What follows belongs to an exercise in optimizing a design on an open flow for small area, a short achievable clock period and few clock cycles per item; a production flow would make more cautious choices.
Function was checked by simulation only, so behaviour that the tests miss may differ from the original.
The clock port is modelled as an ideal driver, which makes a skipped or thinned clock tree look cheaper than it is; a real chip needs a root buffer or a tree.
Power and IR drop assume default switching activity.

==> flow/design.v <==
module bnn_layer0 (
    input  wire        clk,
    input  wire        reset_n,
    input  wire        i_run,
    output wire        o_idle,
    output wire        o_done,
    output wire [6:0]  addr_input,
    output wire        ce_input,
    input  wire [27:0] q_input,
    output wire [1:0]  addr_weight,
    output wire        ce_weight,
    input  wire [26:0] q_weight,
    output wire [6:0]  addr_output,
    output wire        we_output,
    output wire [25:0] d_output
);
localparam LAT = 2;               
localparam END = 87 + LAT;        
reg        busy;
reg  [6:0] cnt;                   
reg  [1:0] m3;                    
reg  [6:0] a_in;
reg  [1:0] rch;
reg        we;
reg  [6:0] a_out;
reg  [1:0] och;
reg        done;
wire start = i_run & ~busy;
always @(posedge clk or negedge reset_n) begin
    if (!reset_n) begin
        busy  <= 1'b0;
        cnt   <= 7'd0;
        m3    <= 2'd0;
        we    <= 1'b0;
        done  <= 1'b0;
    end else begin
        done <= busy && (cnt == END);
        if (start) begin
            busy <= 1'b1;
            cnt  <= 7'd1;
            m3   <= 2'd2;
        end else if (busy) begin
            cnt <= cnt + 7'd1;
            m3  <= (m3 == 2'd2) ? 2'd0 : m3 + 2'd1;
            if (cnt == END) busy <= 1'b0;
        end
        we <= busy && (cnt >= 9 + LAT) && (cnt <= 86 + LAT);
    end
end
wire nidle;
bnn_idle u_idle (
    .clk     (clk),
    .reset_n (reset_n),
    .d       (busy ? (cnt != END) : i_run),
    .q       (nidle)
);
wire nce;
bnn_idle u_nce (
    .clk     (clk),
    .reset_n (reset_n),
    .d       (busy & (cnt > 7'd82) & (cnt != END)),
    .q       (nce)
);
wire ce_in = ~nce;
always @(posedge clk or negedge reset_n) begin
    if (!reset_n) begin
        a_in <= 7'd0;
        rch  <= 2'd0;
    end else if (ce_in && (busy || i_run)) begin
        if (rch == 2'd2) begin
            rch  <= 2'd0;
            a_in <= a_in - 7'd55;
        end else begin
            rch  <= rch + 2'd1;
            a_in <= a_in + 7'd28;
        end
    end else begin
        a_in <= 7'd0;
        rch  <= 2'd0;
    end
end
always @(posedge clk) begin
    if (start) begin
        a_out <= 7'd0;
        och   <= 2'd0;
    end else if (we) begin
        if (och == 2'd2) begin
            och   <= 2'd0;
            a_out <= a_out - 7'd51;
        end else begin
            och   <= och + 2'd1;
            a_out <= a_out + 7'd26;
        end
    end
end
assign o_idle      = ~nidle;
assign o_done      = done;
assign addr_input  = a_in;
assign ce_input    = ce_in;
assign addr_weight = m3;
assign ce_weight   = nidle;          
assign addr_output = a_out;
assign we_output   = we;
reg [27:0] qd1, qd2;              
always @(posedge clk) begin
    qd1 <= q_input;
    qd2 <= qd1;
end
reg [27:0] win [0:8];
reg ld;
always @(posedge clk or negedge reset_n) begin
    if (!reset_n) ld <= 1'b0;
    else          ld <= busy && (cnt != END) && (m3 == 2'd0);
end
always @(posedge clk) begin
    if (ld) begin
        win[0] <= win[1]; win[1] <= win[2]; win[2] <= qd2;
        win[3] <= win[4]; win[4] <= win[5]; win[5] <= qd1;
        win[6] <= win[7]; win[7] <= win[8]; win[8] <= q_input;
    end
end
wire [25:0] res;
genvar s;
generate
    for (s = 0; s < 9; s = s + 1) begin : g_s
        wire [27:0] ww = win[s];
    end
endgenerate
bnn_group #(.NC(7)) u_g0 (.clk(clk), .q_weight(q_weight), .res(res[25:19]),
    .ws({g_s[0].ww[27:19], g_s[1].ww[27:19], g_s[2].ww[27:19], g_s[3].ww[27:19], g_s[4].ww[27:19],
         g_s[5].ww[27:19], g_s[6].ww[27:19], g_s[7].ww[27:19], g_s[8].ww[27:19]}));
bnn_group #(.NC(6)) u_g1 (.clk(clk), .q_weight(q_weight), .res(res[18:13]),
    .ws({g_s[0].ww[20:13], g_s[1].ww[20:13], g_s[2].ww[20:13], g_s[3].ww[20:13], g_s[4].ww[20:13],
         g_s[5].ww[20:13], g_s[6].ww[20:13], g_s[7].ww[20:13], g_s[8].ww[20:13]}));
bnn_group #(.NC(7)) u_g2 (.clk(clk), .q_weight(q_weight), .res(res[12:6]),
    .ws({g_s[0].ww[14:6], g_s[1].ww[14:6], g_s[2].ww[14:6], g_s[3].ww[14:6], g_s[4].ww[14:6],
         g_s[5].ww[14:6], g_s[6].ww[14:6], g_s[7].ww[14:6], g_s[8].ww[14:6]}));
bnn_group #(.NC(6)) u_g3 (.clk(clk), .q_weight(q_weight), .res(res[5:0]),
    .ws({g_s[0].ww[7:0], g_s[1].ww[7:0], g_s[2].ww[7:0], g_s[3].ww[7:0], g_s[4].ww[7:0],
         g_s[5].ww[7:0], g_s[6].ww[7:0], g_s[7].ww[7:0], g_s[8].ww[7:0]}));
reg [25:0] d_out;
always @(posedge clk) d_out <= res;
assign d_output = d_out;
endmodule
module bnn_idle (
    input  wire clk,
    input  wire reset_n,
    input  wire d,
    output reg  q
);
always @(posedge clk or negedge reset_n) begin
    if (!reset_n) q <= 1'b0;
    else          q <= d;
end
endmodule
module bnn_group #(
    parameter NC = 7
) (
    input  wire              clk,
    input  wire [9*(NC+2)-1:0] ws,
    input  wire [26:0]       q_weight,
    output wire [NC-1:0]     res
);
localparam NB = NC + 2;
reg [26:0] w_reg;                 
always @(posedge clk) w_reg <= q_weight;
genvar j, s, k;
generate
    for (j = 0; j < NC; j = j + 1) begin : g_col
        wire [26:0] d, w;
        for (s = 0; s < 9; s = s + 1) begin : g_s
            for (k = 0; k < 3; k = k + 1) begin : g_k
                assign d[s*3 + k] = ws[(8 - s)*NB + NB - 1 - j - k];
                assign w[s*3 + k] = w_reg[26 - (s*3 + k)];
            end
        end
        bnn_col u_col (.clk(clk), .d(d), .w(w), .o(res[NC - 1 - j]));
    end
endgenerate
endmodule
module bnn_col (
    input  wire        clk,
    input  wire [26:0] d,
    input  wire [26:0] w,
    output wire        o
);
wire [26:0] m = d ^ w;
wire [8:0] s1, c1;                
wire [2:0] as_, ac, bs, bc;       
genvar i;
generate
    for (i = 0; i < 9; i = i + 1) begin : g_l1
        bnn_fa u_fa (.a(m[3*i]), .b(m[3*i+1]), .c(m[3*i+2]), .s(s1[i]), .co(c1[i]));
    end
    for (i = 0; i < 3; i = i + 1) begin : g_l2
        bnn_fa u_fa1 (.a(s1[3*i]), .b(s1[3*i+1]), .c(s1[3*i+2]), .s(as_[i]), .co(ac[i]));
        bnn_fa u_fa2 (.a(c1[3*i]), .b(c1[3*i+1]), .c(c1[3*i+2]), .s(bs[i]), .co(bc[i]));
    end
endgenerate
reg [2:0] r_as, r_ac, r_bs, r_bc;
always @(posedge clk) begin
    r_as <= as_;
    r_ac <= ac;
    r_bs <= bs;
    r_bc <= bc;
end
wire x0 = (r_as[0] & r_as[1]) | (r_as[0] & r_as[2]) | (r_as[1] & r_as[2]);
wire y_s, y_c, z_s, z_c, u_s, u_c;
bnn_fa u_y (.a(r_ac[0]), .b(r_ac[1]), .c(r_ac[2]), .s(y_s), .co(y_c));
bnn_fa u_z (.a(r_bs[0]), .b(r_bs[1]), .c(r_bs[2]), .s(z_s), .co(z_c));
bnn_fa u_u (.a(r_bc[0]), .b(r_bc[1]), .c(r_bc[2]), .s(u_s), .co(u_c));
wire [2:0] ra = {x0, y_s, z_s};
wire [2:0] rb = {y_c, z_c, u_s};
wire       rc = u_c;
wire a_ge1 = |ra;
wire a_eq3 = &ra;
wire b_ge1 = |rb;
wire b_ge2 = (rb[0] & rb[1]) | (rb[0] & rb[2]) | (rb[1] & rb[2]);
wire b_eq3 = &rb;
wire ge = (rc & (b_ge2 | (b_ge1 & a_ge1) | a_eq3))
        | (b_eq3 & a_ge1)
        | (b_ge2 & a_eq3);
assign o = ~ge;
endmodule
module bnn_fa (
    input  wire a,
    input  wire b,
    input  wire c,
    output wire s,
    output wire co
);
assign s  = a ^ b ^ c;
assign co = (a & b) | (a & c) | (b & c);
endmodule
Settings: LEC_CHECK=0, CAP_MARGIN=20, CORE_MARGIN=2, CORE_UTILIZATION=40, CTS_CLUSTER_DIAMETER=80, CTS_CLUSTER_SIZE=20, PLACE_DENSITY=0.6, SETUP_SLACK_MARGIN=3.85, SLEW_MARGIN=20, SYNTH_HIERARCHICAL=1, SYNTH_MINIMUM_KEEP_SIZE=0; clock period 6.0 ns.
standard.sh (not shown) runs the stock make flow with config.mk's settings and CLKGATE_MAP_FILE= SYNTH_SCRIPT=/design/flow/synth_recipe.tcl, a recipe that flattens the netlist after the stock synthesis.
==> flow/flow/run.sh <==
#!/bin/bash
# The standard layout (standard.sh) with two changes:
#  * plain buffers (buf_2) on the ports, instead of the delay cells that
#    buffer_ports picks and that the later resizing keeps (same footprint);
#  * the clock tree: after clock_tree_synthesis, manual_cts.tcl (the POST_CTS
#    hook) rebuilds it as a two-level balanced tree, clk port -> 4 root
#    buffers -> leaf buffers -> flip-flops (see manual_cts.tcl). The CTS step's
#    own timing repair is skipped, since it would size for the tree that is
#    replaced; the hook repairs hold, and global routing repairs setup.
# Each tool's full output is in standard.log and in ORFS's logs.
set -o pipefail
here=$(cd "$(dirname "$0")" && pwd)
cp standard.sh standard_copy.txt 2>/dev/null
export BUFFER_PORTS_ARGS="-buffer_cell sky130_fd_sc_hd__buf_2"
export POST_CTS_TCL="$here/manual_cts.tcl"
bash standard.sh SKIP_CTS_REPAIR_TIMING=1 finish > standard.log 2>&1
==> flow/flow/manual_cts.tcl <==
# POST_CTS hook: replaces the clock tree that clock_tree_synthesis built with a
# two-level balanced tree: the clk port drives NR root buffers, each root
# drives the leaf buffers of its part of the die, and each leaf buffer drives
# a cluster of nearby flip-flops. Every register gets the same number of
# buffers (2) between the clock port and its clock pin; the tree only has
# fewer levels than the H-tree clock_tree_synthesis builds for this design.
set mcts_K  40
set mcts_NR 4
set block [ord::get_db_block]
set db [ord::get_db]
set clknet [$block findNet clk]

# 1. collect the tree built by CTS: buffers reached from clk, and the sinks
set tree_insts {}
set tree_nets {}
set sinks {}
set todo [list $clknet]
while {[llength $todo]} {
  set net [lindex $todo 0]
  set todo [lrange $todo 1 end]
  foreach it [$net getITerms] {
    if {[$it isOutputSignal]} continue
    set inst [$it getInst]
    set m [[$inst getMaster] getName]
    if {[string match "sky130_fd_sc_hd__clkbuf_*" $m] || [string match "sky130_fd_sc_hd__buf_*" $m] || [string match "sky130_fd_sc_hd__clkinv*" $m] || [string match "sky130_fd_sc_hd__inv_*" $m]} {
      if {[lsearch -exact $tree_insts $inst] >= 0} continue
      set out [$inst findITerm X]
      if {$out eq "NULL" || $out eq ""} { set out [$inst findITerm Y] }
      set onet [$out getNet]
      if {[string match "*inv*" $m] && $onet ne "NULL" && $onet ne ""} { error "manual_cts: inverter $m in the clock tree" }
      lappend tree_insts $inst
      if {$onet ne "NULL" && $onet ne ""} { lappend tree_nets $onet; lappend todo $onet }
    } else {
      lappend sinks $it
    }
  }
}
puts "manual_cts: [llength $tree_insts] CTS buffers, [llength $sinks] sinks"

# 2. remove that tree; every sink back on clk
foreach it $sinks { $it disconnect; $it connect $clknet }
foreach inst $tree_insts { odb::dbInst_destroy $inst }
foreach net $tree_nets { if {[llength [$net getITerms]] == 0 && [llength [$net getBTerms]] == 0} { odb::dbNet_destroy $net } }

# 3. clusters of sinks (capacity-limited k-means)
set pts {}
foreach it $sinks {
  set inst [$it getInst]
  lassign [$inst getLocation] x y
  set m [$inst getMaster]
  lappend pts [list $it [expr {$x + [$m getWidth]/2}] [expr {$y + [$m getHeight]/2}]]
}
set n [llength $pts]
set sorted [lsort -real -index 1 $pts]
set cents {}
set cols [expr {int(ceil(sqrt($mcts_K)))}]
set rows [expr {int(ceil(double($mcts_K)/$cols))}]
set per [expr {int(ceil(double($n)/$cols))}]
for {set c 0} {$c < $cols} {incr c} {
  set band [lsort -real -index 2 [lrange $sorted [expr {$c*$per}] [expr {($c+1)*$per-1}]]]
  set bp [expr {int(ceil(double([llength $band])/$rows))}]
  for {set r 0} {$r < $rows} {incr r} {
    set grp [lrange $band [expr {$r*$bp}] [expr {($r+1)*$bp-1}]]
    if {[llength $grp] == 0} continue
    set sx 0; set sy 0
    foreach g $grp { set sx [expr {$sx + [lindex $g 1]}]; set sy [expr {$sy + [lindex $g 2]}] }
    lappend cents [list [expr {$sx/[llength $grp]}] [expr {$sy/[llength $grp]}]]
  }
}
set K [llength $cents]
set cap [expr {int(ceil(double($n)/$K)) + 3}]
for {set iter 0} {$iter < 15} {incr iter} {
  set pairs {}
  set i 0
  foreach s $pts {
    set k 0
    foreach c $cents {
      lappend pairs [list [expr {abs([lindex $s 1]-[lindex $c 0]) + abs([lindex $s 2]-[lindex $c 1])}] $i $k]
      incr k
    }
    incr i
  }
  set pairs [lsort -real -index 0 $pairs]
  array unset asg
  array unset cnt
  for {set k 0} {$k < $K} {incr k} { set cnt($k) 0; set ax($k) 0; set ay($k) 0 }
  set done 0
  foreach p $pairs {
    lassign $p d i k
    if {[info exists asg($i)] || $cnt($k) >= $cap} continue
    set asg($i) $k
    incr cnt($k)
    incr done
    if {$done == $n} break
  }
  for {set i 0} {$i < $n} {incr i} {
    set k $asg($i)
    set s [lindex $pts $i]
    set ax($k) [expr {$ax($k) + [lindex $s 1]}]
    set ay($k) [expr {$ay($k) + [lindex $s 2]}]
  }
  set newc {}
  for {set k 0} {$k < $K} {incr k} {
    if {$cnt($k) > 0} { lappend newc [list [expr {$ax($k)/$cnt($k)}] [expr {$ay($k)/$cnt($k)}]] } else { lappend newc [lindex $cents $k] }
  }
  set cents $newc
}

# 4. leaf buffers at the cluster centres
set bufm [$db findMaster sky130_fd_sc_hd__clkbuf_16]
set leaves {}
for {set k 0} {$k < $K} {incr k} {
  if {$cnt($k) == 0} continue
  set inst [odb::dbInst_create $block $bufm "mcts_leaf_$k"]
  lassign [lindex $cents $k] cx cy
  $inst setLocation [expr {int($cx)}] [expr {int($cy)}]
  $inst setPlacementStatus PLACED
  set net [odb::dbNet_create $block "mcts_net_leaf_$k"]
  $net setSigType CLOCK
  [$inst findITerm X] connect $net
  set leafnet($k) $net
  lappend leaves [list [$inst findITerm A] $cx $cy]
}
for {set i 0} {$i < $n} {incr i} {
  set it [lindex [lindex $pts $i] 0]
  $it disconnect
  $it connect $leafnet($asg($i))
}

# 5. root buffers, one per sector of leaves, driven by the clk port
set mx 0; set my 0
foreach l $leaves { set mx [expr {$mx + [lindex $l 1]}]; set my [expr {$my + [lindex $l 2]}] }
set mx [expr {$mx / [llength $leaves]}]
set my [expr {$my / [llength $leaves]}]
set ang {}
foreach l $leaves { lappend ang [list [expr {atan2([lindex $l 2]-$my, [lindex $l 1]-$mx)}] $l] }
set ang [lsort -real -index 0 $ang]
set per [expr {int(ceil(double([llength $ang])/$mcts_NR))}]
for {set r 0} {$r < $mcts_NR} {incr r} {
  set grp [lrange $ang [expr {$r*$per}] [expr {($r+1)*$per-1}]]
  if {[llength $grp] == 0} continue
  set sx 0; set sy 0
  foreach g $grp { set sx [expr {$sx + [lindex [lindex $g 1] 1]}]; set sy [expr {$sy + [lindex [lindex $g 1] 2]}] }
  set inst [odb::dbInst_create $block $bufm "mcts_root_$r"]
  $inst setLocation [expr {int($sx/[llength $grp])}] [expr {int($sy/[llength $grp])}]
  $inst setPlacementStatus PLACED
  set net [odb::dbNet_create $block "mcts_net_root_$r"]
  $net setSigType CLOCK
  [$inst findITerm X] connect $net
  [$inst findITerm A] connect $clknet
  foreach g $grp { [lindex [lindex $g 1] 0] connect $net }
}
puts "manual_cts: [llength $leaves] leaf buffers, $mcts_NR root buffers"

# 6. legalize, then hold repair for the new clock arrival times
detailed_placement
estimate_parasitics -placement
report_clock_latency
repair_timing -hold -hold_margin 0
detailed_placement
check_placement -verbose
estimate_parasitics -placement
puts "manual_cts: worst setup slack [worst_slack -max], hold [worst_slack -min]"
The starting point ran to the end with no violations.
Testbench counts at the start, summed over its fixed seeds: cycles 8,648, runs 96.
==> next run, changes <==
--- a/flow/flow/manual_cts.tcl
+++ b/flow/flow/manual_cts.tcl
@@ -6,3 +6,3 @@
 # fewer levels than the H-tree clock_tree_synthesis builds for this design.
-set mcts_K  40
+set mcts_K  30
 set mcts_NR 4
Settings changed: ABC_AREA set to 1.
Effect: Wire length fell by about 6%. Cell count rises by 10%. Power goes down by 7.7%. Sequential power is about the same. Clock skew went up by 0.021 ns. Hold slack hardly moves. Die area is about the same. Sequential share of layout area climbs by 0.33 points. Setup slack loses 0.076 ns. Fmax fell by 3.4%. Global-route usage went down by 1.0 points.
==> next run, changes <==
Settings changed: ABC_AREA 1 to not set, CORE_UTILIZATION 40 to 55, PLACE_DENSITY 0.6 to 0.7.
Worst hold slack degrades by 0.0083 ns.
Fmax went down by 2.3%.
Worst setup slack degrades by 0.053 ns.
Via count is higher by 2.1%.
Core utilization increases by 16 points.
Register-to-register slack is worse by 0.10 ns.
Final area came out lower by 1.1%.
Sequential power barely changes.
Clock power fell by about 3%.
==> next run, changes <==
Settings changed: CORE_UTILIZATION 55 to 40, PLACE_DENSITY 0.7 to 0.6, SETUP_SLACK_MARGIN 3.85 to 3.95.
Outcome: The changed run went through all stages and came out clean. Die area increases by well over a third. Cell count goes up by roughly a tenth. Global-route usage is lower by 6.2 points. Worst hold slack gains 0.015 ns. Setup slack gets better by 0.11 ns.
In every run of this note, the design's own scripts or RTL, not TritonCTS, make the clock network.

==> port drivers added, routing unchanged <==
How much do the figures lean on ideal ports? The routed layouts below were timed once more, with nothing changed but the port constraints.
Step 1 sets driving cells, clkbuf_16 on the clock port and buf_2 on the other inputs (assumed; they add their load-dependent delay and slew).
Step 2 also shifts input and output timing later by t, the mid clock arrival at the registers, as if the neighbouring blocks saw the same clock.
a / b / c = no drivers / after step 1 / after step 2; a / b = the first two.
run | t (ns) | slack for setup (ns) | hold slack, ns | worst setup path at the end | worst data-port slew with drivers (ns)
the first run | 0.547 | 3.829 / 3.690 / 3.756 | 0.346 / 0.346 / 0.346 | input to register | 0.06
the second run | 0.510 | 3.753 / 3.624 / 3.973 | 0.349 / 0.349 / 0.349 | register to register | 0.16
the third run | 0.510 | 3.700 / 3.568 / 3.818 | 0.340 / 0.340 / 0.340 | input to register | 0.05
the fourth run | 0.518 | 3.811 / 3.670 / 3.756 | 0.355 / 0.355 / 0.355 | input to register | 0.15
After both steps every run listed still meets setup and hold. For the first run, which loses most, drivers alone change the setup slack by -0.139 ns; drivers and shift together by -0.073 ns.
